This design comes from an exercise in tuning for small area and a short achievable clock period on the open sky130 flow, not from production work. No functional check of the RTL was part of any run shown here.

==> flow/design.v (outline; a module is shown in full before it is edited, if it fits) <==
// module mac_corner: 2192 lines
// module mac_edge: 1673 lines
// module mac_inner: 1529 lines
// module fa_x: 10 lines
// module ha_x: 9 lines
// module pe_os: 17 lines
// module systolic_array_os: 303 lines
module systolic_array_os #(
    DATA_WIDTH = 16,
    ACC_WIDTH = 64
    )(
    input logic clk,
    input logic rstn,
    input logic acc_en,
    input logic signed [DATA_WIDTH-1:0] data_0_i,
    input logic signed [DATA_WIDTH-1:0] data_1_i,
    input logic signed [DATA_WIDTH-1:0] data_2_i,
    input logic signed [DATA_WIDTH-1:0] data_3_i,
    input logic signed [DATA_WIDTH-1:0] weight_0_i,
    input logic signed [DATA_WIDTH-1:0] weight_1_i,
    input logic signed [DATA_WIDTH-1:0] weight_2_i,
    input logic signed [DATA_WIDTH-1:0] weight_3_i,
    output logic signed [ACC_WIDTH-1:0] acc_res_pe0_o,
    output logic signed [ACC_WIDTH-1:0] acc_res_pe1_o,
    output logic signed [ACC_WIDTH-1:0] acc_res_pe2_o,
    output logic signed [ACC_WIDTH-1:0] acc_res_pe3_o,
    output logic signed [ACC_WIDTH-1:0] acc_res_pe4_o,
    output logic signed [ACC_WIDTH-1:0] acc_res_pe5_o,
    output logic signed [ACC_WIDTH-1:0] acc_res_pe6_o,
    output logic signed [ACC_WIDTH-1:0] acc_res_pe7_o,
    output logic signed [ACC_WIDTH-1:0] acc_res_pe8_o,
    output logic signed [ACC_WIDTH-1:0] acc_res_pe9_o,
    output logic signed [ACC_WIDTH-1:0] acc_res_pe10_o,
    output logic signed [ACC_WIDTH-1:0] acc_res_pe11_o,
    output logic signed [ACC_WIDTH-1:0] acc_res_pe12_o,
    output logic signed [ACC_WIDTH-1:0] acc_res_pe13_o,
    output logic signed [ACC_WIDTH-1:0] acc_res_pe14_o,
    output logic signed [ACC_WIDTH-1:0] acc_res_pe15_o
    );
  // ...
==> flow/flow/run.sh <==
#!/bin/bash
# Layout flow: the standard flow (standard.sh) with these changes.
#  1. Synthesis maps the RTL's one-bit adder modules (fa_x, ha_x) straight
#     onto the library's full and half adder cells (fa_map.v), before Yosys's
#     "synth" runs, and skips the quick ABC pass inside "synth" (-noabc).
#     The compressor trees then come out exactly as the RTL writes them, and
#     extract_fa only looks for further full adders (-fa): the half adders
#     are all written out, and the ones it would find are parts of other
#     logic that it could only build with inverters around them.
#  3. Every input and output port still gets its own buffer, but a plain
#     buffer cell (BUF_CELL) rather than the delay buffer buffer_ports picks
#     by itself; timing repair resizes them as needed.
# Each tool's output goes to synth.log and layout.log here (and ORFS's own
# logs under orfs/logs).
set -euo pipefail
BUF_CELL=sky130_fd_sc_hd__buf_1
HERE=$PWD
cp flow/abc.script abc.script
cp flow/fa_map.v fa_map.v
{
  echo 'proc synth {args} {'
  echo '  if {[lsearch -exact $args ":fine"] >= 0 && ![info exists ::adders_mapped]} {'
  echo '    set ::adders_mapped 1'
  echo "    yosys techmap -map $HERE/fa_map.v"
  echo '  }'
  echo '  yosys synth -nofsm -noshare -noabc {*}$args'
  echo '}'
  echo 'proc extract_fa {args} { yosys extract_fa -fa {*}$args }'
  echo 'proc abc {args} {'
  echo '  set i [lsearch -exact $args -script]'
  echo "  if {\$i >= 0} { set args [lreplace \$args \$i [expr {\$i+1}] -script $HERE/abc.script] }"
  echo '  yosys abc {*}$args'
  echo '}'
  tail -n +2 synth_recipe.tcl
} > my_synth.tcl
head -1 synth_recipe.tcl | grep -q 'proc synth'
sed "s#SYNTH_SCRIPT=[^ ]*#SYNTH_SCRIPT=$HERE/my_synth.tcl#" standard.sh > my_standard.sh
grep -q 'my_synth.tcl' my_standard.sh
bash my_standard.sh synth > synth.log 2>&1
export BUFFER_PORTS_ARGS="-buffer_cell $BUF_CELL"
bash standard.sh > layout.log 2>&1
==> flow/flow/abc.script <==
strash
dch
map -D 1500
topo
stime -c
buffer -c
upsize -c
dnsize -c
==> flow/flow/fa_map.v <==
// Maps the RTL's one-bit adders (fa_x, ha_x) onto the library's adder cells.
module fa_x (input a, input b, input c, output s, output co);
  sky130_fd_sc_hd__fa_1 _TECHMAP_REPLACE_ (.A(a), .B(b), .CIN(c), .SUM(s), .COUT(co));
endmodule

module ha_x (input a, input b, output s, output co);
  sky130_fd_sc_hd__ha_1 _TECHMAP_REPLACE_ (.A(a), .B(b), .SUM(s), .COUT(co));
endmodule
==> flow/standard.sh <==
#!/bin/bash
# synth_recipe.tcl (not shown) runs the flow's synth.tcl, then flattens the netlist and writes it again
# the make line also repeats each setting of config.mk as NAME=value (left out here)
make -C /OpenROAD-flow-scripts/flow DESIGN_CONFIG=/design/flow/config.mk WORK_HOME=/design/flow/orfs CLKGATE_MAP_FILE= SYNTH_SCRIPT=/design/flow/synth_recipe.tcl "${@:-finish}"
==> flow/config.mk <==
export PLATFORM = sky130hd
export DESIGN_NAME = systolic_array_os
export DESIGN_NICKNAME = systolic_array_os
export VERILOG_FILES = /design/flow/design.v
export SDC_FILE = /design/flow/constraint.sdc
export NUM_CORES = 8
export LEC_CHECK = 0
export CAP_MARGIN = 20
export CORE_MARGIN = 2
export CORE_UTILIZATION = 40
export SETUP_SLACK_MARGIN = 4.0
export SLEW_MARGIN = 20
==> flow/constraint.sdc <==
create_clock -name core_clock -period 10.0 [get_ports {clk}]
set_input_delay 2.0000 -clock core_clock [delete_from_list [all_inputs] [get_ports {clk}]]
set_output_delay 2.0000 -clock core_clock [all_outputs]
set_load 0.01 [all_outputs]
==> flow_summary.yaml, run 1 <==
floorplan:
  tap-cell-count: 5474
  num_rows: 236
  coreArea_mm2: 0.414
routing:
  wl_met2_um: 259000
  drt-pass1-iter-count: 6
  met1Wirelength_um: 221000
  drcViolationCount: 0
global_routing:
  grtUsageMet1_pct: 33.6
cts:
  clk_pin_slew_ns: 0.07
  clockBufferDepth: 4
placement:
  placed_cell_area_mm2: 0.170
  dp_hpwl_um: 412000
run_status:
  outcome: "timing/DRC/antenna clean"
setup_path:
  r2r_setup_slack_ns: 4.22
  r2r_cells: 17
  critPathMaxFanout: 6
hold_path:
  hold_end: "v1"
finish:
  n_antenna_cell: 42
  fin_cells: 23341
  drive_gt1_share_pct: 9.06
  bufAreaShareNonClock_pct: 7.88
  multi_input_area_share_pct: 61.4
  num-fill-cells: 39022
  seq_cells: 1476
synthesis:
  post-synth-top-area-cell: "fa_1"
  yosysMostFrequentCell: "xor2_1"
  syn_area_per_cell_um2: 9.68
timing:
  skew_ns: 0.0860
  post-route-period-util_pct: 58.2
==> inputs of run 2 (changes only) <==
--- a/flow/config.mk
+++ b/flow/config.mk
@@ -8,5 +8,6 @@
 export CAP_MARGIN = 20
 export CORE_MARGIN = 2
 export CORE_UTILIZATION = 40
+export CTS_BUF_LIST = sky130_fd_sc_hd__clkbuf_4 sky130_fd_sc_hd__clkbuf_8
 export SETUP_SLACK_MARGIN = 4.0
 export SLEW_MARGIN = 20
==> run 2 against run 1 <==
Effect of this change:
- still clean
- via count increased by 0.80%
- critical path depth down 4
- sequential share of layout area about the same
- highest routed layer unchanged
- wire length is 0.43% higher
==> flow_summary.yaml, run 2 <==
synthesis:
  post-synth-top-area-cell: "fa_1"
  ys_ff_latch: 1476
  syn_inst: 17173
  syn_area_per_cell_um2: 9.68
  ys_top_cells_by_count: "xor2_1, fa_1, nand2_1, o22ai_1, clkbuf_1"
  synth_cell_types: 72
  synth_area_leaders: "fa_1, dfrtp_1, xor2_1"
  synth_ff_type: "dfrtp_1"
  syn-cell-area_mm2: 0.166
  synth_edf_count: 504
  async_flop_share_pct: 65.9
  synth.yosys.seq_area_share_pct: 23.7
  synth_top_area_share_pct: 28.3
  ys_warn_count: 8
  yosysMostFrequentCell: "xor2_1"
setup_path:
  r2r_setup_slack_ns: 4.13
  crit_path_max_incr_delay_ns: 0.74
  end_kind: "output port"
  required_ns: 8.00
  path_class: "register to output port"
  crit_chain: "a21oi_2, nor4_1, nor2_1, inv_2, a21oi_1, o31ai_1, a21oi_1, xor2_1, buf_1"
  r2r_cells: 19
  critPathMaxFanout: 4
  reg2reg_to: "u_mac_15.acc_r[36]"
  worstPathArrival_ns: 3.91
  critPathSlowestCell: "xor2_1"
  r2r_start: "pe_11.w_o[7]"
  critPathLaunchType: "register"
  cp_common_cell: "a21oi_1"
cts:
  htree_levels: 5
  insertion_delay_ns: 1.13
  numClockSinks: 1476
  cts_tree: "done"
  clockBufferDepth: 4
  numCtsBuffers: 311
  clk_pin_slew_ns: 0.06
  cts_root_buf: "clkbuf_8"
floorplan:
  num_rows: 236
  floorplan.die_area_mm2: 0.421
  die_w_um: 649
  ios: 1155
  start_util_pct: 40.2
  fp.dieH_um: 649
  coreArea_mm2: 0.414
placement:
  placed_cell_area_mm2: 0.170
  place_ws_ns: 3.21
  dp_hpwl_um: 412000
  port_buffers: 1154
  gp_congestion: 0.908
  dp.cells: 22094
routing:
  wirelength_um: 575000
  drcViolationCount: 0
  wl_met3_um: 51300
  drtIter0Drc: 12898
  ant_nets: 0
  highest_layer: "met5"
  num_vias: 131903
  met1Wirelength_um: 222000
  via_per_inst: 5.60
  wl_per_cell_um: 24.4
  drt-pass1-iter-count: 9
  wl_met2_um: 260000
finish:
  fin_cells: 23563
  postLayoutCoreUtil_pct: 45.1
  drive_gt1_share_pct: 10.7
  fin_area_mm2: 0.187
  nNetsFinal: 20935
  final_common_cell: "xor2_1"
  area_growth_pct: 12.2
  num-fill-cells: 39155
  mostFrequentLayoutCells: "xor2_1, fa_1, nand2_1, o22ai_1, buf_1"
timing:
  worst_pin_slew_ns: 1.29
  slew_headroom_pct: 14.2
  rsz0062_at_grt: "true"
  skew_ns: 0.0715
  period_minus_slack_ns: 5.91
  finalMaxSlewViolations: 0
  setup_tns_ns: 0
  setup_viol: 0
  setup_ws_ns: 4.09
  final_hold_viol_count: 0
  post-route-period-util_pct: 59.1
  fmax_mhz: 169
global_routing:
  grt-ovfl-total: 0
  grt_max_degree: 229
  grt_pass1_wl_um: 858000
  antenna_found_initial: 66
  grt_pass1_vias: 133485
  grt_usage_pct: 26.7
hold_path:
  hold_end: "v1"
  whs_path_depth: 2
  hold_path_class: "register to register"
  worstHoldStart: "v1"
run_status:
  outcome: "timing/DRC/antenna clean"
flow_run:
  drv_cap: 0
-- run 2: cell counts after synthesis --
No cell type changed its count.
-- run 2: cell type report --
class                      instances  area (um^2)  share of cell area (%)
multi-input combinational      12793       115000                    61.5
sequential                      1476        39500                    21.2
timing repair buffer            2234        14900                    7.99
tap                             5474         6850                    3.67
clock buffer                     456         5690                    3.05
inverter                         975         3680                    1.97
clock inverter                   113         1220                   0.655
antenna                           42          105                  0.0563
-- run 2: per-stage QoR --
| stage | hold slack, ns |
|---|---|
| after detailed placement | 0.473 |
| after CTS | 0.488 |
| after floorplan | 0.423 |
| final | 0.490 |
| after global placement | 0.465 |
| after global routing | 0.516 |
-- run 2: worst max path at each step --
stage                    start                 end  slack (ns)  cells past startpoint
2_1_floorplan   weight_0_i[15]     u_mac_0.p_r[17]        4.07                     12
3_3_place_gp       data_2_i[5]     u_mac_8.p_r[18]        3.24                     12
3_5_place_dp       data_2_i[2]     u_mac_8.p_r[17]        3.21                     12
4_1_cts        u_mac_2.p_r[10]   acc_res_pe2_o[28]        3.99                     15
5_1_grt           pe_11.w_o[7]  u_mac_15.acc_r[36]        3.80                     19
6_report        u_mac_1.g_r[1]   acc_res_pe1_o[14]        4.09                      9
-- run 2: cell families (layout without fill, tap and decap cells) --
group           count (synthesis)  after routing  synth area share [%]
buf+inv                      2928           3778                  7.96
fa+ha+maj                    3013           3013                  33.3
compound gates               3591           3591                  12.8
other cells                     1             66               0.00225
xor+xnor                     2599           2599                  13.7
flops                        1476           1476                  23.7
simple gates                 3565           3566                  8.53
-- run 2: metal layers --
metal	vias up	GRT usage [%]
li1	57870	-
met1	65604	33.6
met2	6955	41.4
met3	1450	5.95
met4	24	17.0
met5	-	0
-- run 2: worst max-delay path: cells and delay by family (launching register included) --
kind / cells / cell delay (ns)
compound gates: 4 / 0.88
simple gates: 2 / 0.36
buf+inv: 2 / 0.37
flops: 1 / 0.43
xor+xnor: 1 / 0.74
-- run 2: repair_timing --
item                       4_1_cts  5_1_grt
hold buffers                     0        0
buffers inserted               646      207
resized for setup               93      124
cloned                           1        2
pin swaps                       14       21
setup endpoints to repair      382      324
==> inputs of run 3 (changes only) <==
--- a/flow/config.mk
+++ b/flow/config.mk
@@ -8,6 +8,7 @@
 export CAP_MARGIN = 20
 export CORE_MARGIN = 2
 export CORE_UTILIZATION = 40
-export CTS_BUF_LIST = sky130_fd_sc_hd__clkbuf_4 sky130_fd_sc_hd__clkbuf_8
+export CTS_CLUSTER_DIAMETER = 120
+export CTS_CLUSTER_SIZE = 24
 export SETUP_SLACK_MARGIN = 4.0
 export SLEW_MARGIN = 20
==> run 3 against run 2 <==
Effect of this change:
- setup slack improved by 0.058 ns
- global-route usage is 0.28 points lower
- highest routed layer unchanged
- synthesized cell count stayed put
- non-clock buffer count is 29 lower
- maximum frequency increased by 0.99%
- clock skew is 0.031 ns higher
- first-iteration DRC count fell by 2.9%
- wire length shrank 1.3%
- still clean on timing, DRC and antenna
- largest cell class unchanged
==> flow_summary.yaml, run 3 <==
setup_path:
  critPathLaunchType: "register"
  path_class: "register to output port"
  crit_path_max_incr_delay_ns: 0.46
  worst-path-stages: 13
  crit_buf_inv: 2
  cpLargestDelayFamily: "simple AND/OR/NAND/NOR gates"
  crit_chain: "a21oi_1, o21ai_2, nand3_1, nor3_2, o21ai_1, nand2_2, inv_2, nor4_4, nor2_4, nor2_2, nor2_1, xor2_1, buf_1"
  critPathSlowestCell: "dfrtp_1"
  required_ns: 8.00
  end_kind: "output port"
  worstPathArrival_ns: 3.85
  critPathMaxFanout: 8
  r2r_cells: 19
placement:
  dp.cells: 22094
  gp_congestion: 0.908
  dp_hpwl_um: 412000
  port_buffers: 1154
finish:
  mostFrequentLayoutCells: "xor2_1, fa_1, nand2_1, o22ai_1, buf_1"
  drive_gt1_share_pct: 8.21
  num-fill-cells: 39377
  area_growth_pct: 9.74
  final_common_cell: "xor2_1"
  nNetsFinal: 20693
  postLayoutCoreUtil_pct: 44.1
  fin_cells: 23140
timing:
  setup_tns_ns: 0
  period_minus_slack_ns: 5.85
  post-route-period-util_pct: 58.5
  fmax_mhz: 171
  skew_ns: 0.103
  setup_viol: 0
  final_hold_viol_count: 0
  worst_pin_slew_ns: 1.14
  finalMaxSlewViolations: 0
  slew_headroom_pct: 23.4
  rsz0062_at_grt: "true"
floorplan:
  fp.dieH_um: 649
  die_w_um: 649
  start_util_pct: 40.2
  ios: 1155
  num_rows: 236
  floorplan.die_area_mm2: 0.421
  coreArea_mm2: 0.414
synthesis:
  ys_warn_count: 8
  yosysMostFrequentCell: "xor2_1"
  synth.yosys.seq_area_share_pct: 23.7
  synth_area_leaders: "fa_1, dfrtp_1, xor2_1"
  synth_cell_types: 72
  synth_top_area_share_pct: 28.3
  syn-cell-area_mm2: 0.166
  syn_inst: 17173
  ys_top_cells_by_count: "xor2_1, fa_1, nand2_1, o22ai_1, clkbuf_1"
  syn_area_per_cell_um2: 9.68
  ys_ff_latch: 1476
  async_flop_share_pct: 65.9
  post-synth-top-area-cell: "fa_1"
  synth_ff_type: "dfrtp_1"
  synth_edf_count: 504
routing:
  drtIter0Drc: 12525
  ant_nets: 0
  wl_per_cell_um: 24.5
  num_vias: 130089
  drt-pass1-iter-count: 6
  via_per_inst: 5.62
  drcViolationCount: 0
  wirelength_um: 568000
hold_path:
  whs_path_depth: 2
  hold_path_class: "register to register"
cts:
  insertion_delay_ns: 0.96
  numCtsBuffers: 99
  cts_root_buf: "clkbuf_16"
  holdBufCountCts: 0
  htree_levels: 3
  clk_pin_slew_ns: 0.11
  numClockSinks: 1476
  clockBufferDepth: 4
  cts_tree: "done"
global_routing:
  grt_pass1_vias: 130713
  grt_usage_pct: 26.4
  antenna_found_initial: 65
  grt_pass1_wl_um: 849000
  grt-ovfl-total: 0
  grt_max_degree: 229
run_status:
  outcome: "timing/DRC/antenna clean"
flow_run:
  drv_cap: 0
==> run 3: changes by cell type in the layout (fill, tap and decap cells not counted), sizes merged <==
| cell | delta |
|---|---|
| buf | -20 |
| inv | +25 |
| nand3 | -1 |
| bufinv | -22 |
| diode | -4 |
| clkinvlp | -4 |
| clkinv | -56 |
| clkbuf | -341 |
==> run 3: cells by family (layout without fill, tap and decap cells) <==
group / Yosys count / after routing / synth area share [%]
compound gates: 3591 / 3591 / 12.8
simple gates: 3565 / 3565 / 8.53
fa+ha+maj: 3013 / 3013 / 33.3
buf+inv: 2928 / 3360 / 7.96
xor+xnor: 2599 / 2599 / 13.7
flops: 1476 / 1476 / 23.7
other cells: 1 / 62 / 0.00225
==> run 3: cell type report <==
class | instances | area (um^2) | share of cell area, %
Clock inverter | 56 | 693 | 0.380
Tap cell | 5474 | 6850 | 3.75
Sequential cell | 1476 | 39500 | 21.6
Inverter | 975 | 3690 | 2.02
Antenna cell | 38 | 95.1 | 0.0521
Clock buffer | 124 | 2700 | 1.48
Timing Repair Buffer | 2205 | 14700 | 8.04
Multi-Input combinational cell | 12792 | 114000 | 62.7
==> run 3: repair_timing <==
action | in CTS | in global routing
cloned | 0 | 0
setup endpoints to repair | 309 | 303
pin swaps | 3 | 5
buffers inserted | 608 | 218
endpoints found under the hold margin | 0 | 0
gates resized for setup | 47 | 68
==> run 3: worst paths after layout <==
path,from,endpoint,slack (ns)
max,u_mac_0.g_r[0],acc_res_pe0_o[35],4.15
min,v1,v1,0.50
max reg2reg,pe_3.w_o[0],u_mac_7.acc_r[44],4.23
min reg2reg,v1,v1,0.50
max in group asynchronous,rstn,u_mac_5.acc_r[33],6.67
min in group asynchronous,rstn,u_mac_11.acc_r[16],1.21
==> run 3: layer usage <==
layer,track usage [%],wire (um),vias to the layer above
li1,-,-,57235
met1,33.5,220000,65009
met2,41.2,257000,6535
met3,5.49,49000,1278
met4,16.3,41200,32
met5,0,194,-
==> run 3: through the flow <==
step / cell area (um^2) / hold slack, ns / worst slack [ns]
after floorplan: 166000 / 0.423 / 4.07
after global placement: 170000 / 0.465 / 3.24
after detailed placement: 170000 / 0.473 / 3.21
after CTS: 180000 / 0.499 / 3.89
after global routing: 182000 / 0.530 / 3.94
final: 183000 / 0.504 / 4.15
==> run 3: worst register-to-register path: cells and delay by family (launching register included) <==
family / cells / cell delay, ns
buf+inv: 3 / 0.41
compound gates: 5 / 1.30
xor+xnor: 2 / 0.37
flops: 1 / 0.42
fa+ha+maj: 6 / 2.65
simple gates: 3 / 0.44

## port drivers added, routing unchanged
The results above use ideal ports. As a check the final layouts listed here were re-extracted and re-timed, cells and wires unchanged. Step 1, drivers: a clkbuf_16 drives clk and a buf_2 each remaining input, both assumed. Step 2 also shifts input and output timing later by t, the mid clock arrival at the registers, as if the neighbouring blocks saw the same clock. Slacks: no drivers / after step 1 / after step 2; pairs: no drivers / after step 1.
run | t (ns) | setup WS [ns] | hold WS [ns] | worst setup path after step 2 | clock arrival spread, ns
run 1 | 1.050 | 4.175 / 4.058 / 3.282 | 0.491 / 0.491 / 0.491 | input to register | 0.095 / 0.095
run 2 | 1.211 | 4.095 / 3.986 / 3.075 | 0.490 / 0.490 / 0.490 | input to register | 0.077 / 0.077
run 3 | 1.023 | 4.153 / 4.037 / 3.314 | 0.504 / 0.504 / 0.504 | input to register | 0.103 / 0.103
After both steps every run listed still meets setup and hold. The setup slack of run 2, which loses most, moves by -0.109 ns with the drivers and by -1.020 ns with both steps.
